What follows belongs to an exercise in optimizing a design on an open flow for small area; a production flow would make more cautious choices. In this exercise RTL edits were held to simulation tests only and were not proved equivalent to the original. The clock input has no modelled driver; a real chip could not lean on it and would need a root buffer or a full tree. Power and IR drop assume default switching activity.

==> flow/design.v <==
module top_module
(
    CLK, RSTn, LED_Out
);
    input CLK;
    input RSTn;
    output [3:0] LED_Out;
    reg [13:0] r;
    reg [1:0]  s;
    reg [2:1]  gh;
    reg        gl;
    wire [2:0] g = {gh, gl};
    wire rst_st = g[2] & ~g[1];               
    wire x_st   = ~g[2] & g[1] & ~g[0];       
    wire g0  = ~g[2] & ~g[1] & ~g[0];         
    wire g2  = ~g[2] &  g[1] &  g[0];         
    wire g3  =  g[2] &  g[1] &  g[0];         
    wire g4  =  g[2] &  g[1] & ~g[0];         
    wire s0  = ~s[1] & ~s[0];                 
    wire s3  =  s[1] & ~s[0];                 
    wire tick  = (r == 14'd0);
    wire h     = ~(r[3] | r[4] | r[5] | r[11]);
    wire stall = tick & g4 & s3;
    wire fb    = (r[13] ^ r[0] ^ h) & ~stall;
    always @(posedge CLK or negedge RSTn)
        if (!RSTn)
            r <= 14'd0;
        else
            r <= {r[12:0], fb};
    reg [2:0] gn;
    reg [1:0] sn;
    always @(*) begin
        if (rst_st) begin
            gn = 3'b000;  sn = 2'b00;
        end else if (x_st) begin
            gn = 3'b000;  sn = s;
        end else begin
            sn = {s[0], ~s[1]};
            if (!s3)
                gn = g;
            else if (g4)
                gn = 3'b010;
            else
                gn = {g[1:0], ~g[2]};
        end
    end
    always @(posedge CLK or negedge RSTn)
        if (!RSTn)
            gh <= 2'b10;
        else if (tick)
            gh <= gn[2:1];
    always @(posedge CLK)
        if (tick) begin
            gl <= gn[0];
            s  <= sn;
        end
    wire on = g0 | g4 | x_st;
    assign LED_Out[0] = on | g2;
    assign LED_Out[1] = on | (g2 & (s[0] | s[1])) | (g3 & s0);
    assign LED_Out[2] = on | (g2 & s[1]) | (g3 & ~s[1]);
    assign LED_Out[3] = on | (g2 & s3) | (g3 & ~s3);
endmodule
==> flow/config.mk <==
export PLATFORM = sky130hd
export DESIGN_NAME = top_module
export DESIGN_NICKNAME = top_module
export VERILOG_FILES = /design/flow/design.v
export SDC_FILE = /design/flow/constraint.sdc
export NUM_CORES = 4
export LEC_CHECK = 0
export CAP_MARGIN = 20
export CORE_AREA = 2 2 62 62
export DIE_AREA = 0 0 64 64
export SLEW_MARGIN = 20
==> flow/constraint.sdc <==
create_clock -name core_clock -period 10.0 [get_ports {CLK}]
set_input_delay 2.0000 -clock core_clock [delete_from_list [all_inputs] [get_ports {CLK}]]
set_output_delay 2.0000 -clock core_clock [all_outputs]
set_load 0.01 [all_outputs]
standard.sh (not shown) runs the stock make flow with config.mk's settings and CLKGATE_MAP_FILE= SYNTH_SCRIPT=/design/flow/synth_recipe.tcl, a recipe that flattens the netlist after the stock synthesis.
==> flow/flow/run.sh <==
#!/bin/bash
# Standard flow, with the combinational logic of the standard synthesis
# re-mapped by ABC for area (registers untouched), the ports buffered with
# small buffers and a one-buffer clock tree (flow/pre_cts.tcl).
set -euo pipefail
HERE=$(pwd)
R=$HERE/orfs/results/$FLOW_PLATFORM/top_module/base
LIB=$FLOW_HOME/platforms/sky130hd/lib/sky130_fd_sc_hd__tt_025C_1v80.lib

bash standard.sh synth > "$HERE/log_synth.txt" 2>&1

cp "$R/1_2_yosys.v" "$HERE/1_2_yosys.std.v"
# the platform's don't-use cells (lpflow_*, probes, spare cell) stay unused
DONTUSE=$(grep -oE 'cell *\("?sky130_fd_sc_hd__(lpflow_|probe|macro_sparecell)[a-z0-9_]*' "$LIB" \
          | sed -E 's/.*(sky130_fd_sc_hd__[a-z0-9_]*)/-dont_use \1/' | sort -u | tr '\n' ' ')
sed -e "s|{LIB}|$LIB|g" -e "s|{IN}|$HERE/1_2_yosys.std.v|" -e "s|{DONTUSE}|$DONTUSE|" \
    -e "s|{OUT}|$HERE/1_2_yosys.remap.v|" -e "s|{SCRIPT}|$HERE/flow/abc_area.script|" \
    flow/remap.ys > "$HERE/remap.ys"
yosys -q -l "$HERE/log_remap.txt" -s "$HERE/remap.ys" > /dev/null
cp "$HERE/1_2_yosys.remap.v" "$R/1_2_yosys.v"
rm -f "$R/1_synth.odb" "$R/1_synth.sdc"

# ports get buf_1; the reset input's buffer becomes buf_2 before resizing
export BUFFER_PORTS_ARGS="-buffer_cell sky130_fd_sc_hd__buf_1"
export PRE_RESIZE_TCL="$HERE/flow/pre_resize.tcl"
export PRE_CTS_TCL="$HERE/flow/pre_cts.tcl"
bash standard.sh finish > "$HERE/log_finish.txt" 2>&1
==> flow/flow/pre_cts.tcl <==
# Clock tree for a handful of registers: one clock buffer between the clock
# port and every register clock pin, placed at the centre of the registers.
# It replaces the clock_tree_synthesis call that cts.tcl makes next; the
# rest of cts.tcl (legalisation, timing repair) runs as usual.
rename clock_tree_synthesis orfs_clock_tree_synthesis
proc clock_tree_synthesis { args } {
  set db [ord::get_db]
  set block [ord::get_db_block]
  set clk [$block findNet CLK]
  set leaf [odb::dbNet_create $block clknet_0_CLK]
  set buf [odb::dbInst_create $block [$db findMaster sky130_fd_sc_hd__clkbuf_8] clkbuf_0_CLK]
  set sx 0
  set sy 0
  set n 0
  foreach it [$clk getITerms] {
    set loc [[$it getInst] getLocation]
    set sx [expr {$sx + [lindex $loc 0]}]
    set sy [expr {$sy + [lindex $loc 1]}]
    incr n
    $it disconnect
    $it connect $leaf
  }
  [$buf findITerm A] connect $clk
  [$buf findITerm X] connect $leaf
  $leaf setSigType CLOCK
  $clk setSigType CLOCK
  $buf setLocation [expr {$sx / $n}] [expr {$sy / $n}]
  $buf setPlacementStatus PLACED
  set_propagated_clock [all_clocks]
  puts "clock buffer clkbuf_0_CLK drives $n clock pins"
}
Other scripts of this flow, unchanged in this note and not shown: flow/flow/abc_area.script, flow/flow/pre_resize.tcl, flow/flow/remap.ys
Rerun with:
--- a/flow/flow/pre_cts.tcl
+++ b/flow/flow/pre_cts.tcl
@@ -10,3 +10,3 @@
   set leaf [odb::dbNet_create $block clknet_0_CLK]
-  set buf [odb::dbInst_create $block [$db findMaster sky130_fd_sc_hd__clkbuf_8] clkbuf_0_CLK]
+  set buf [odb::dbInst_create $block [$db findMaster sky130_fd_sc_hd__buf_6] clkbuf_0_CLK]
   set sx 0
Effect:
- core utilization is about the same
- register-to-register slack hardly moves
- final cell count is unchanged
- final area went down slightly
- critical path depth is unchanged
- worst hold slack barely changes
- power went down slightly
- maximum frequency goes up slightly
No run of this note takes its clock network from TritonCTS; it comes from the design's own scripts or RTL.

========
Another version of the RTL of top_module (not shown whole).
For scale: about 64 cells after synthesis, roughly 6 I/O pins.
export LEC_CHECK = 0
export CAP_MARGIN = 20
export CORE_AREA = 2 2 62 62
export DIE_AREA = 0 0 64 64
export SLEW_MARGIN = 20
create_clock -name core_clock -period 10.0 [get_ports {CLK}]
==> flow/flow/run.sh <==
#!/bin/bash
# Standard flow, with the combinational logic of the standard synthesis
# re-mapped by ABC for area (registers untouched; best of eight seeds), the
# ports buffered with small buffers and a one-buffer clock tree
# (flow/pre_cts.tcl).
set -euo pipefail
HERE=$(pwd)
R=$HERE/orfs/results/$FLOW_PLATFORM/top_module/base
LIB=$FLOW_HOME/platforms/sky130hd/lib/sky130_fd_sc_hd__tt_025C_1v80.lib

bash standard.sh synth > "$HERE/log_synth.txt" 2>&1

cp "$R/1_2_yosys.v" "$HERE/1_2_yosys.std.v"
# the platform's don't-use cells (lpflow_*, probes, spare cell) stay unused
DONTUSE=$(grep -oE 'cell *\("?sky130_fd_sc_hd__(lpflow_|probe|macro_sparecell)[a-z0-9_]*' "$LIB" \
          | sed -E 's/.*(sky130_fd_sc_hd__[a-z0-9_]*)/-dont_use \1/' | sort -u | tr '\n' ' ')
# ABC is run with eight random seeds; the smallest netlist is kept
for S in 0 1 2 3 4 5 6 7; do
  sed "s/&deepsyn -J 200 -T 120/\&deepsyn -J 200 -T 120 -S $S/" flow/abc_area.script > "$HERE/abc_area_$S.script"
  sed -e "s|{LIB}|$LIB|g" -e "s|{IN}|$HERE/1_2_yosys.std.v|" -e "s|{DONTUSE}|$DONTUSE|" \
      -e "s|{OUT}|$HERE/1_2_yosys.remap_$S.v|" -e "s|{SCRIPT}|$HERE/abc_area_$S.script|" \
      flow/remap.ys > "$HERE/remap_$S.ys"
  yosys -q -l "$HERE/log_remap_$S.txt" -s "$HERE/remap_$S.ys" > /dev/null &
done
wait
BEST=$(for S in 0 1 2 3 4 5 6 7; do
         A=$(grep 'Chip area' "$HERE/log_remap_$S.txt" | tail -1 | awk '{print $NF}' || true)
         if [[ -n "$A" && -s "$HERE/1_2_yosys.remap_$S.v" ]]; then echo "$A $S"; fi
       done | sort -g | head -1 | awk '{print $2}')
echo "remap: seed $BEST" > "$HERE/log_remap_choice.txt"
cp "$HERE/1_2_yosys.remap_$BEST.v" "$HERE/1_2_yosys.remap.v"
cp "$HERE/1_2_yosys.remap.v" "$R/1_2_yosys.v"
rm -f "$R/1_synth.odb" "$R/1_synth.sdc"

# ports get buf_1
export BUFFER_PORTS_ARGS="-buffer_cell sky130_fd_sc_hd__buf_1"
export PRE_CTS_TCL="$HERE/flow/pre_cts.tcl"
bash standard.sh finish > "$HERE/log_finish.txt" 2>&1
Other scripts of this flow, unchanged in this note and not shown: flow/flow/abc_area.script, flow/flow/pre_cts.tcl, flow/flow/remap.ys
Edit:
--- a/flow/flow/run.sh
+++ b/flow/flow/run.sh
@@ -33,6 +33,7 @@
 rm -f "$R/1_synth.odb" "$R/1_synth.sdc"
 
-# ports get buf_1
+# ports get buf_1; the reset input's buffer becomes buf_2 before resizing
 export BUFFER_PORTS_ARGS="-buffer_cell sky130_fd_sc_hd__buf_1"
+export PRE_RESIZE_TCL="$HERE/flow/pre_resize.tcl"
 export PRE_CTS_TCL="$HERE/flow/pre_cts.tcl"
 bash standard.sh finish > "$HERE/log_finish.txt" 2>&1
==> flow/flow/pre_resize.tcl (new file) <==
# The reset input drives every register: give its port buffer more drive.
foreach inst [get_cells input*] {
  replace_cell $inst sky130_fd_sc_hd__buf_2
}
Wire length grows by about 4%.
Worst setup slack gets better by 5.8 ps.
Synthesized area is unchanged.
Die area does not change.
Via count grows by about 1.1%.
Cell count stays the same.
Power shrinks by about 1.3%.
Clock power shrinks by about 6%.
Sequential cell count is unchanged.
Critical path depth is unchanged.
First-iteration DRC count grows by 53%.
Edit:
--- a/flow/flow/run.sh
+++ b/flow/flow/run.sh
@@ -33,7 +33,6 @@
 rm -f "$R/1_synth.odb" "$R/1_synth.sdc"
 
-# ports get buf_1; the reset input's buffer becomes buf_2 before resizing
+# ports get buf_1
 export BUFFER_PORTS_ARGS="-buffer_cell sky130_fd_sc_hd__buf_1"
-export PRE_RESIZE_TCL="$HERE/flow/pre_resize.tcl"
 export PRE_CTS_TCL="$HERE/flow/pre_cts.tcl"
 bash standard.sh finish > "$HERE/log_finish.txt" 2>&1
--- a/flow/config.mk
+++ b/flow/config.mk
@@ -9,3 +9,4 @@
 export CORE_AREA = 2 2 62 62
 export DIE_AREA = 0 0 64 64
+export PLACE_DENSITY = 0.85
 export SLEW_MARGIN = 20
removed: flow/flow/pre_resize.tcl
After rerunning: Worst hold slack degrades by 8.0 ps; design area is about the same; core utilization is about the same; area after synthesis stays the same.
In every run of this note, the design's own scripts or RTL, not TritonCTS, make the clock network.

========
Another version of the RTL of top_module (not shown whole).
Size in the first run: roughly 59 cells after synthesis, ~670 µm² of cells after synthesis.
clock: 10.0 ns
lec_check: 0
cap_margin: 20
core_area: 2 2 62 62
die_area: 0 0 64 64
slew_margin: 20
==> flow/flow/run.sh <==
#!/bin/bash
# Standard flow, with the combinational logic of the standard synthesis
# re-mapped by ABC for area (registers untouched), the ports buffered with
# small buffers and clock-tree settings from flow/cts_args.txt.
set -euo pipefail
HERE=$(pwd)
R=$HERE/orfs/results/$FLOW_PLATFORM/top_module/base
LIB=$FLOW_HOME/platforms/sky130hd/lib/sky130_fd_sc_hd__tt_025C_1v80.lib

bash standard.sh synth > "$HERE/log_synth.txt" 2>&1

cp "$R/1_2_yosys.v" "$HERE/1_2_yosys.std.v"
sed -e "s|{LIB}|$LIB|g" -e "s|{IN}|$HERE/1_2_yosys.std.v|" \
    -e "s|{OUT}|$HERE/1_2_yosys.remap.v|" -e "s|{SCRIPT}|$HERE/flow/abc_area.script|" \
    flow/remap.ys > "$HERE/remap.ys"
yosys -q -l "$HERE/log_remap.txt" -s "$HERE/remap.ys" > /dev/null
cp "$HERE/1_2_yosys.remap.v" "$R/1_2_yosys.v"
rm -f "$R/1_synth.odb" "$R/1_synth.sdc"

# ports get buf_1; the reset input's buffer becomes buf_2 before resizing
export BUFFER_PORTS_ARGS="-buffer_cell sky130_fd_sc_hd__buf_1"
export PRE_RESIZE_TCL="$HERE/flow/pre_resize.tcl"
export PRE_CTS_TCL="$HERE/flow/pre_cts.tcl"
bash standard.sh finish > "$HERE/log_finish.txt" 2>&1
==> flow/flow/abc_area.script <==
strash
&get -n
&deepsyn -J 200 -T 120
&dch -f
&nf -R 1000
&put
dnsize
==> flow/flow/pre_cts.tcl <==
# Clock tree for a handful of registers: one clock buffer between the clock
# port and every register clock pin, placed at the centre of the registers.
# It replaces the clock_tree_synthesis call that cts.tcl makes next; the
# rest of cts.tcl (legalisation, timing repair) runs as usual.
rename clock_tree_synthesis orfs_clock_tree_synthesis
proc clock_tree_synthesis { args } {
  set block [ord::get_db_block]
  set clk_port [get_ports CLK]
  set clk_net [get_nets -of_objects $clk_port]
  set sinks [get_pins -of_objects $clk_net -filter "direction==input"]
  make_net clknet_0_CLK
  make_instance clkbuf_0_CLK sky130_fd_sc_hd__clkbuf_8
  set sx 0
  set sy 0
  set n 0
  foreach pin $sinks {
    set iname [get_full_name [get_cells -of_objects $pin]]
    set inst [$block findInst $iname]
    set loc [$inst getLocation]
    set sx [expr {$sx + [lindex $loc 0]}]
    set sy [expr {$sy + [lindex $loc 1]}]
    incr n
    disconnect_pin [get_full_name $clk_net] $pin
    connect_pin clknet_0_CLK $pin
  }
  connect_pin [get_full_name $clk_net] clkbuf_0_CLK/A
  connect_pin clknet_0_CLK clkbuf_0_CLK/X
  [$block findNet clknet_0_CLK] setSigType CLOCK
  [$block findNet [get_full_name $clk_net]] setSigType CLOCK
  set buf [$block findInst clkbuf_0_CLK]
  $buf setLocation [expr {$sx / $n}] [expr {$sy / $n}]
  $buf setPlacementStatus PLACED
  set_propagated_clock [all_clocks]
  puts "clock buffer clkbuf_0_CLK drives $n clock pins"
}
Other scripts of this flow, unchanged in this note and not shown: flow/flow/pre_resize.tcl, flow/flow/remap.ys
The starting point never finished: it broke off in clock tree synthesis.
Rerun with:
--- a/flow/flow/run.sh
+++ b/flow/flow/run.sh
@@ -21,4 +21,4 @@
 export BUFFER_PORTS_ARGS="-buffer_cell sky130_fd_sc_hd__buf_1"
 export PRE_RESIZE_TCL="$HERE/flow/pre_resize.tcl"
-export PRE_CTS_TCL="$HERE/flow/pre_cts.tcl"
+export CTS_ARGS="$(cat flow/cts_args.txt)"
 bash standard.sh finish > "$HERE/log_finish.txt" 2>&1
==> flow/flow/abc_area.script (replaced) <==
strash
dch
map -a
strash
dch
map -a
topo
dnsize
==> flow/flow/cts_args.txt (new file) <==
-sink_clustering_enable -repair_clock_nets -dont_use_dummy_load
removed: flow/flow/pre_cts.tcl
With this change the flow passed the timing, design-rule and antenna checks; synthesized cell count grows by a few percent; synthesized area grows by a few percent.

==> afterwards: timing with drivers on the ports <==
The flow's constraints put no driver on any port. The routed layouts listed below were extracted and timed again, unchanged, in two steps.
Step 1 assumes that a clkbuf_16 drives the clock port and a buf_2 every other input.
Step 2, shift: input delay + t, output delay - t, t = (earliest + latest rising clock arrival at the registers) / 2. This alone moves slack from input paths to output paths.
Three values: no drivers, after step 1, after step 2; two values: the first two.
| run | shift t [ns] | slack for setup (ns) | worst setup path at the end | worst data-port slew with drivers (ns) | cell pins on the clock port's net |
|---|---|---|---|---|---|
| the first run of note 1 | 0.177 | 6.351 / 6.330 / 6.507 | register to output | 0.03 | 1 |
| the second run of note 1 | 0.156 | 6.371 / 6.348 / 6.504 | register to output | 0.03 | 1 |
| the first run of note 2 | 0.168 | 5.913 / 5.888 / 6.056 | register to output | 0.03 | 1 |
| the second run of note 2 | 0.164 | 5.919 / 5.892 / 6.056 | register to output | 0.03 | 1 |
| the third run of note 2 | 0.160 | 5.905 / 5.883 / 6.043 | register to output | 0.03 | 1 |
| the second run of note 3 | 0.298 | 6.380 / 6.362 / 6.661 | register to output | 0.03 | 1 |
After both steps setup and hold are still met in every run listed.
